Source: an optimization exercise on an open RTL-to-GDS flow (aim: small area and a short achievable clock period). Production flows keep margins and buffers that such runs may drop.
At most, simulation tests tie the RTL to the original design; equivalence was not proved.
Power figures rest on the tool's default switching activity, not on a simulated workload.

Design fpm, start of the top module:
module fpm(
    input [32:1] a,
    input [32:1] b,
    input clk,
    input rst,
    input in_valid,
    output [32:1] c,
    output out_valid
    );
export LEC_CHECK = 0
export CAP_MARGIN = 50
export CORE_MARGIN = 2
export CORE_UTILIZATION = 60
export CTS_BUF_LIST = sky130_fd_sc_hd__clkbuf_8
export CTS_CLUSTER_DIAMETER = 50
export CTS_CLUSTER_SIZE = 18
export SETUP_SLACK_MARGIN = 2.3
export SLEW_MARGIN = 70
export SYNTH_HIERARCHICAL = 1
export SYNTH_MINIMUM_KEEP_SIZE = 0
export TNS_END_PERCENT = 0
create_clock -name core_clock -period 5.0 [get_ports {clk}]
standard.sh (not shown) runs the stock make flow with config.mk's settings and CLKGATE_MAP_FILE= SYNTH_SCRIPT=/design/flow/synth_recipe.tcl, a recipe that flattens the netlist after the stock synthesis.
==> flow/flow/run.sh <==
#!/bin/bash
set -euo pipefail
export BUFFER_PORTS_ARGS="-buffer_cell sky130_fd_sc_hd__buf_2"
bash standard.sh > standard.log 2>&1
Rerun with:
- SETUP_SLACK_MARGIN: 2.3 -> 2.7
Effect: Count of clock-buffer cells in the layout does not change; final cell count rose by a few percent; power rose slightly; area after synthesis does not change; die area does not change; non-clock buffer count rose by 51; combinational power rose by a few percent; via count rose by a few percent; design area rose by a few percent; utilization rose by 3.2 points.
Rerun with:
- SETUP_SLACK_MARGIN: 2.7 -> 2.45
The changed run produced a clean layout.
Worst setup slack gets worse by 0.0038 ns.
Final area barely changes.
Die area is unchanged.
Cell count is about the same.
Synthesized area is unchanged.
Power hardly moves.
Function was not checked in any run of this note: the RTL went through the layout flow alone.


fpm, a different RTL version from the one above (not shown whole).
For scale: about 280 flip-flops, roughly 20,000 sq um of cells after synthesis.
==> flow/config.mk <==
export PLATFORM = sky130hd
export DESIGN_NAME = fpm
export DESIGN_NICKNAME = fpm
export VERILOG_FILES = /design/flow/design.v
export SDC_FILE = /design/flow/constraint.sdc
export NUM_CORES = 4
export LEC_CHECK = 0
export CAP_MARGIN = 50
export CORE_MARGIN = 2
export CORE_UTILIZATION = 60
export CTS_BUF_LIST = sky130_fd_sc_hd__clkbuf_8
export CTS_CLUSTER_DIAMETER = 50
export CTS_CLUSTER_SIZE = 18
export PLACE_DENSITY = 0.75
export SETUP_SLACK_MARGIN = 2.7
export SLEW_MARGIN = 70
export SYNTH_HIERARCHICAL = 1
export SYNTH_MINIMUM_KEEP_SIZE = 0
export TNS_END_PERCENT = 0
==> flow/constraint.sdc <==
create_clock -name core_clock -period 5.0 [get_ports {clk}]
set_input_delay 1.0000 -clock core_clock [delete_from_list [all_inputs] [get_ports {clk}]]
set_output_delay 1.0000 -clock core_clock [all_outputs]
set_load 0.01 [all_outputs]
Scripts as last shown in full above: flow/flow/run.sh
==> next run, changes <==
Settings changed: PLACE_DENSITY 0.75 to unset.
Effect: Register-to-register slack degrades by 70 ps. Cell area increases by 0.93%. Area after synthesis does not change. Synthesized cell count does not change. Sequential share of layout area decreases by 0.19 points. Via count decreases by 1.6%.
No functional check of the RTL was part of any run of this note.


Another version of the RTL of fpm (not shown whole).
For scale: about 1,700 cells after synthesis, roughly 100 I/O pins, ~0.020 sq mm of cells after synthesis.
Settings: LEC_CHECK=0, CAP_MARGIN=50, CORE_MARGIN=2, CORE_UTILIZATION=60, CTS_BUF_LIST=sky130_fd_sc_hd__clkbuf_8, CTS_CLUSTER_DIAMETER=50, CTS_CLUSTER_SIZE=18, GPL_ROUTABILITY_DRIVEN=0, SETUP_SLACK_MARGIN=2.7, SLEW_MARGIN=70, SYNTH_HIERARCHICAL=1, SYNTH_MINIMUM_KEEP_SIZE=0, TNS_END_PERCENT=0; clock period 5.0 ns.
Scripts as last shown in full above: flow/flow/run.sh
Change:
Settings changed: GPL_ROUTABILITY_DRIVEN 0 to default, SETUP_SLACK_MARGIN 2.7 to 2.25.
The new run ran to the end with no violations.
Clock power went down by a few percent.
Fmax went down by a few percent.
Cell count went down slightly.
Total power went down by a few percent.
Core utilization went down by 2.6 points.
First-iteration DRC count went down by a few percent.
Via count went down by a few percent.
Sequential share of layout area went up by 0.86 points.
Setup slack gets worse by 76 ps.
Combinational power went down by a few percent.
Routed wire length went down by a few percent.
Change:
Settings changed: SETUP_SLACK_MARGIN 2.25 to 2.5, TNS_END_PERCENT 0 to 40.
Utilization increases by 9.0 points; register-to-register slack gains 80 ps; clock-buffer cell count rose by 3; die area is unchanged; area after synthesis does not change.


fpm, a different RTL version from the one above (not shown whole).
Size: ~1700 cells after synthesis, roughly 340 flip-flops, roughly 100 I/O pins, ~0.021 mm^2 of cells after synthesis.
Settings: LEC_CHECK=0, CAP_MARGIN=20, CORE_MARGIN=2, CORE_UTILIZATION=35, SLEW_MARGIN=20, SYNTH_HIERARCHICAL=1, SYNTH_MINIMUM_KEEP_SIZE=0; clock period 5.0 ns.
run.sh (not shown) runs the stock make flow with config.mk's settings and CLKGATE_MAP_FILE= SYNTH_SCRIPT=/design/flow/synth_recipe.tcl, a recipe that flattens the netlist after the stock synthesis.
Stock flow here: none of the scripts above is used.
Next try:
Settings changed: CAP_MARGIN 20 to 50, CORE_UTILIZATION 35 to 60, SETUP_SLACK_MARGIN set to 2.5, SLEW_MARGIN 20 to 70, TNS_END_PERCENT set to 0.
Result:
- non-clock buffer count came out higher by 95
- critical path depth came out higher by 2
- global-route usage came out higher by 13 points
- cell count came out lower by 8.3%
- sequential power came out higher by about 0.9%
- register-to-register slack improved by 760 ps
- sequential share of layout area came out lower by 1.1 points
- core utilization came out higher by 34 points
- cell area came out higher by 5.9%
Next try:
Settings changed: CAP_MARGIN 50 to 20, CORE_UTILIZATION 60 to 35, SLEW_MARGIN 70 to 20.
Cell area rose by 5.6%.
Final cell count rose by 15%.
Clock-buffer cell count fell by 3.
Non-clock buffer count rose by 17.
Sequential share of layout area fell by 1.4 points.
First-iteration DRC count rose by 15%.
Synthesized cell count stays the same.
Clock power rose by about 7%.


== run 1 ==
fpm with an RTL version that a note above also has.
For scale: roughly 1700 cells after synthesis, about 280 flip-flops, ~100 I/O pins, about 0.020 sq mm of cells after synthesis.
export LEC_CHECK = 0
export CAP_MARGIN = 50
export CORE_MARGIN = 2
export CORE_UTILIZATION = 60
export CTS_BUF_LIST = sky130_fd_sc_hd__clkbuf_8 sky130_fd_sc_hd__clkbuf_16
export CTS_CLUSTER_DIAMETER = 60
export CTS_CLUSTER_SIZE = 25
export SETUP_SLACK_MARGIN = 2.7
export SLEW_MARGIN = 70
export SYNTH_HIERARCHICAL = 1
export SYNTH_MINIMUM_KEEP_SIZE = 0
export TNS_END_PERCENT = 0
create_clock -name core_clock -period 5.0 [get_ports {clk}]
standard.sh (not shown) runs the stock make flow with config.mk's settings and CLKGATE_MAP_FILE= SYNTH_SCRIPT=/design/flow/synth_recipe.tcl, a recipe that flattens the netlist after the stock synthesis.
Scripts as last shown in full above: flow/flow/run.sh
What run 2 does differently from run 1 at the input level:
- CTS_CLUSTER_SIZE changed from 25 to 18
- CTS_BUF_LIST changed from sky130_fd_sc_hd__clkbuf_8 sky130_fd_sc_hd__clkbuf_16 to sky130_fd_sc_hd__clkbuf_8
- CTS_CLUSTER_DIAMETER changed from 60 to 50
The worst setup slack after layout of run 1 and that of run 2 are within noise of each other. Run 2 closes out successfully: all stages finished, all timing, DRC and antenna checks passed. Run 2 — clock-buffer cell count 5 higher, run 1 as reference. In the reports for run 2 and run 1, the smaller signal arrival time at the worst endpoint belongs to run 1. Summary of run 2 over run 1: share of power burned in registers grew by 0.7 points, share of synthesized area spent on multiplexers closely matched the old numbers. Cmp run 2 vs run 1: total power lower in run 2. Against run 1 as the reference, run 2 delivers a lower number of ordinary and repair buffers in the finished layout.
For run 3, these inputs were changed with respect to run 2:
- CTS_CLUSTER_DIAMETER no longer set, was 50
- CTS_CLUSTER_SIZE no longer set, was 18
- CTS_BUF_LIST no longer set, was sky130_fd_sc_hd__clkbuf_8
==> comparison <==
Via density per instance up 1.1% in run 3 wrt run 2. Between run 3 and run 2, it is run 3 whose power is higher, by 7.1%. Changes observed in run 3 relative to run 2: routed length on met2 went up about 8%, total stage count of the critical path went up 1, via count went up about 3%, global-route usage went up 1.7 points.


lane 1:
Starting RTL as in the previous note.
==> flow/config.mk <==
export PLATFORM = sky130hd
export DESIGN_NAME = fpm
export DESIGN_NICKNAME = fpm
export VERILOG_FILES = /design/flow/design.v
export SDC_FILE = /design/flow/constraint.sdc
export NUM_CORES = 4
export LEC_CHECK = 0
export CAP_MARGIN = 50
export CORE_MARGIN = 2
export CORE_UTILIZATION = 60
export CTS_BUF_LIST = sky130_fd_sc_hd__clkbuf_8
export CTS_CLUSTER_DIAMETER = 50
export CTS_CLUSTER_SIZE = 18
export PLACE_DENSITY_LB_ADDON = 0.2
export SETUP_SLACK_MARGIN = 2.7
export SLEW_MARGIN = 70
export SYNTH_HIERARCHICAL = 1
export SYNTH_MINIMUM_KEEP_SIZE = 0
export TNS_END_PERCENT = 0
==> flow/constraint.sdc <==
create_clock -name core_clock -period 5.0 [get_ports {clk}]
set_input_delay 1.0000 -clock core_clock [delete_from_list [all_inputs] [get_ports {clk}]]
set_output_delay 1.0000 -clock core_clock [all_outputs]
set_load 0.01 [all_outputs]
Scripts as last shown in full above: flow/flow/run.sh
Looking at the reports, lane 1 completed the entire flow and the layout it produced met the timing, DRC and antenna checks.
Relative to lane 1, the following input files were edited for lane 2:
- CORE_UTILIZATION changed from 60 to 45
- PLACE_DENSITY_LB_ADDON removed (was 0.2)
The final layout from lane 2, which completed every stage, passed the timing, DRC and antenna checks at the end of the flow. Lane 2 vs. lane 1: final area went up 0.87%, number of cells on the critical path went up 1, share of power burned in combinational logic went up 0.2 points, power density over the cells went down 0.86%. Compared with lane 1, in lane 2 initial core utilization went down by 15 points, data-path buffer share of cell area in the final layout has remained practically unchanged. Looking at global-route wire length before repair, lane 2 sits above lane 1. Between lane 1 and lane 2, the flow reports total of clock buffers placed in the layout decreasing by a little under 10%. Looking at total vias in the final route across both flows, lane 2 is the stronger of the two, with lane 1 trailing.
For lane 3, these inputs were changed with respect to lane 2:
- changing SETUP_SLACK_MARGIN from 2.7 to 2.4
- changing CORE_UTILIZATION from 45 to 60
Findings:
Delta (lane 3 minus lane 2): final worst setup slack +35 ps, register clock-pin slew on the reported worst setup and hold paths ~0 delta, post-place setup slack +270 ps.
Diff lane 2 -> lane 3: initial antenna violation count higher; wire length on met1 has decreased; synthesized-area fraction occupied by xor and xnor cells about even.

port drivers added, routing unchanged:
No port has a modelled driver above. Below, the same layouts with a new extraction and two added sets of constraints. Step 1 assumes that a clkbuf_16 drives the clock port and a buf_2 every other input. Step 2 times the ports against the registers' clock, not the clock port: input delays grow and output delays shrink by t, the midpoint of the rising clock arrivals with the driver on. Three values: ideal, step 1, step 2; two values: the first two.
run	shift t [ns]	slack for setup (ns)	hold WS [ns]
the first run of note 1	0.610	2.188 / 2.175 / 1.565	0.322 / 0.322 / 0.322
the second run of note 1	0.614	2.332 / 2.245 / 1.631	0.324 / 0.324 / 0.324
the third run of note 1	0.611	2.329 / 2.215 / 1.605	0.319 / 0.319 / 0.319
the first run of note 2	0.681	2.297 / 2.197 / 1.516	0.330 / 0.330 / 0.330
the second run of note 2	0.689	2.313 / 2.283 / 1.594	0.326 / 0.326 / 0.326
the first run of note 3	0.621	2.208 / 2.118 / 1.497	0.323 / 0.323 / 0.323
the second run of note 3	0.694	2.132 / 2.065 / 1.371	0.320 / 0.320 / 0.320
the third run of note 3	0.609	2.183 / 2.075 / 1.465	0.325 / 0.325 / 0.325
the first run of note 4	0.607	1.186 / 1.186 / 1.186	0.325 / 0.325 / 0.325
the second run of note 4	0.601	1.941 / 1.941 / 1.668	0.324 / 0.324 / 0.324
the third run of note 4	0.625	2.075 / 2.075 / 1.632	0.321 / 0.321 / 0.321
run 1	0.621	2.198 / 2.097 / 1.476	0.330 / 0.330 / 0.330
run 2	0.691	2.200 / 2.096 / 1.406	0.319 / 0.319 / 0.319
run 3	0.647	2.220 / 2.143 / 1.496	0.327 / 0.327 / 0.327
lane 1	0.596	2.101 / 1.988 / 1.392	0.329 / 0.329 / 0.329
lane 2	0.659	2.165 / 2.096 / 1.438	0.328 / 0.328 / 0.328
lane 3	0.691	2.200 / 2.096 / 1.406	0.319 / 0.319 / 0.319
After both steps setup and hold are still met in every run listed.
